Context: an optimization exercise on an open-source flow, tuned for small area and a short achievable clock period. The choices shown serve that exercise and are no tape-out recipe.
The RTL was checked by simulation tests, not by an equivalence proof against the original design.
Power and IR drop assume default switching activity.

Setup of job 4339:
Design adler32, start of the top module:
module adler32 (
  input         rst_n, clk,
  input         size_valid,
  input  [31:0] size,
  input         data_start,
  input  [ 7:0] data,
  output        checksum_valid,
  output [31:0] checksum
);
  wire busy, in_data, last_data;
  controller ctl( rst_n, clk, size_valid, data_start,
    last_data, checksum_valid, busy, in_data );
  datapath datap( clk, size, busy, data, in_data, last_data, checksum );
endmodule
export LEC_CHECK = 0
export ABC_AREA = 1
export CAP_MARGIN = 20
export CORE_MARGIN = 2
export CORE_UTILIZATION = 65
export CTS_BUF_LIST = sky130_fd_sc_hd__clkbuf_8
export SETUP_SLACK_MARGIN = 3.2
export SLEW_MARGIN = 20
create_clock -name core_clock -period 6.5 [get_ports {clk}]
standard.sh (not shown) runs the stock make flow with config.mk's settings and CLKGATE_MAP_FILE= SYNTH_SCRIPT=/design/flow/synth_recipe.tcl, a recipe that flattens the netlist after the stock synthesis.
==> flow/flow/run.sh <==
#!/bin/bash
# The standard ORFS layout with two changes:
#  - Yosys's full/half-adder extraction is off (ADDER_MAP_FILE empty), so
#    ABC maps all of the arithmetic itself;
#  - ports are buffered with buf_2 instead of the default delay buffer.
set -u
export ADDER_MAP_FILE=
export BUFFER_PORTS_ARGS="-buffer_cell sky130_fd_sc_hd__buf_2"
bash standard.sh > standard.log 2>&1
Job 4339 reached the final stage; the timing, design-rule and antenna checks on its layout passed.
--- input diff job 4339..job 6771 ---
Settings: CTS_BUF_LIST removed (was sky130_fd_sc_hd__clkbuf_8); CORE_UTILIZATION changed from 65 to 40; SETUP_SLACK_MARGIN changed from 3.2 to 3.25.
==> results.txt <==
Between job 4339 and job 6771, growth of design area from synthesis to finish is higher for job 6771, job 4339 comes in under that. Looking at global-route total usage across every layer across job 4339 and job 6771, the one that comes out lower is job 6771. Re shortest period the worst path allows: job 4339 and job 6771 aren't equal, and the lower value belongs to job 6771. Changes observed in job 6771 relative to job 4339: post-route cell area climbed about 2.6%, worst setup margin saw an increase. Relative to job 4339, detailed-route wire length per cell decreased by about 30% in job 6771. Launch point of the worst path = data[7]: job 4339; launch point of the worst path = data[5]: job 6771.
The following lists how job 851 was set up differently from job 6771:
Settings: PLACE_DENSITY: unset -> 0.75; SETUP_SLACK_MARGIN: 3.25 -> 3.0.
==> flow/flow/run.sh <==
#!/bin/bash
# The standard ORFS layout with two changes:
#  - Yosys's full/half-adder extraction is off (ADDER_MAP_FILE empty), so
#    ABC maps all of the arithmetic itself;
#  - ports are buffered with buf_1 instead of the default delay buffer.
set -u
export ADDER_MAP_FILE=
export BUFFER_PORTS_ARGS="-buffer_cell sky130_fd_sc_hd__buf_1"
bash standard.sh > standard.log 2>&1
--- outcome ---
Maximum frequency: job 851 vs job 6771 down 0.40%. Via count of the first global-routing pass | job 851 below job 6771. Of job 6771 and job 851, the lower setup slack belongs to job 851. [job 851 vs job 6771] arrival time of the worst setup path: higher in job 851. Vias: job 851 below job 6771. Sort job 6771 and job 851 by share of power burned in the clock network, ascending, and job 6771 comes first. Taking job 6771 as the reference, in job 851 part of the cycle the worst path needs has increased; global-route wire length before repair moved down. Job 6771 → job 851: synthesized net count flat; clock period minus worst slack up 13 ps.
#### Input delta (job 634 over job 851)
Settings: removing PLACE_DENSITY (formerly 0.75); changing SETUP_SLACK_MARGIN from 3.0 to 3.1.
==> flow/flow/run.sh <==
#!/bin/bash
# The standard ORFS layout with two changes:
#  - Yosys's full/half-adder extraction is off (ADDER_MAP_FILE empty), so
#    ABC maps all of the arithmetic itself;
#  - ports are buffered with buf_2 instead of the default delay buffer.
set -u
export ADDER_MAP_FILE=
export BUFFER_PORTS_ARGS="-buffer_cell sky130_fd_sc_hd__buf_2"
bash standard.sh > standard.log 2>&1
Findings:
- Min final core utilization across job 851 and job 634: job 851
- Against job 851, job 634 reports a clock-buffer cell count that is higher.
- Summary: wire length after detailed routing, job 634 worse than job 851
- Taking job 851 as the reference, in job 634 post-synthesis instance total closely matched the old numbers, cell internal power dissipation shows an increase of about 4%, final non-filler cell area rose about 3.4%, non-filler instance count after layout now sits higher.
Changes in job 9237 relative to job 634:
Settings: SETUP_SLACK_MARGIN now 3.0, was 3.1.
==> results.txt <==
Job 9237 ends up with a number of buffers other than clock buffers in the final layout that is 1.1% higher than in job 634.
Sort job 9237 and job 634 by post-route clock period utilization, ascending, and job 634 comes first.
Area added between synthesis and finish: job 9237 vs job 634 down 1.1 points
## Diff of input files: job 8299 against job 9237
==> flow/flow/run.sh <==
#!/bin/bash
# The standard ORFS layout with two changes:
#  - Yosys's full/half-adder extraction is off (ADDER_MAP_FILE empty), so
#    ABC maps all of the arithmetic itself;
#  - ports are buffered with buf_1 instead of the default delay buffer.
set -u
export ADDER_MAP_FILE=
export BUFFER_PORTS_ARGS="-buffer_cell sky130_fd_sc_hd__buf_1"
bash standard.sh > standard.log 2>&1
Results
On global-route usage, job 9237 and job 8299 are basically level.
Job 8299 ends up with a global-route wire length before repair that is 0.80% lower than in job 9237.
Job 8299 -> job 9237: end-of-flow core utilization flat
From job 9237 to job 8299 the numbers moved as follows: fraction of power consumed by the clock network climbed 0.3 points; clock period minus final worst setup slack lost 19 ps; final critical-path setup slack +19 ps.
Insertion delay to the later sink of the worst-skew pair delta (job 8299 -> job 9237): insignificant

## re-timing with driven ports
The results above use ideal ports. As a check the final layouts listed here were re-extracted and re-timed, cells and wires unchanged.
Step 1 sets driving cells, clkbuf_16 on the clock port and buf_2 on the other inputs (assumed; they add their load-dependent delay and slew).
Step 2 times the ports against the registers' clock, not the clock port: input delays grow and output delays shrink by t, the midpoint of the rising clock arrivals with the driver on.
Three values: no drivers, after step 1, after step 2; two values: the first two.
| run | t (ns) | setup slack, ns | worst setup path at the end | clock arrival spread, ns | slew at the worst register clock pin (ns) |
|---|---|---|---|---|---|
| job 4339 | 0.407 | 2.801 / 2.802 / 2.395 | input to register | 0.013 / 0.013 | 0.09 / 0.09 |
| job 6771 | 0.379 | 3.160 / 3.149 / 2.770 | input to register | 0.005 / 0.004 | 0.06 / 0.06 |
| job 851 | 0.383 | 3.147 / 3.164 / 2.781 | input to register | 0.004 / 0.005 | 0.06 / 0.06 |
| job 634 | 0.375 | 3.181 / 3.201 / 2.826 | input to register | 0.004 / 0.004 | 0.06 / 0.06 |
| job 9237 | 0.374 | 3.171 / 3.191 / 2.817 | input to register | 0.005 / 0.005 | 0.06 / 0.06 |
| job 8299 | 0.382 | 3.190 / 3.205 / 2.823 | input to register | 0.012 / 0.012 | 0.06 / 0.06 |
After both steps setup and hold are still met in every run listed. The setup slack of job 4339, which loses most, moves by +0.001 ns with the drivers and by -0.406 ns with both steps.
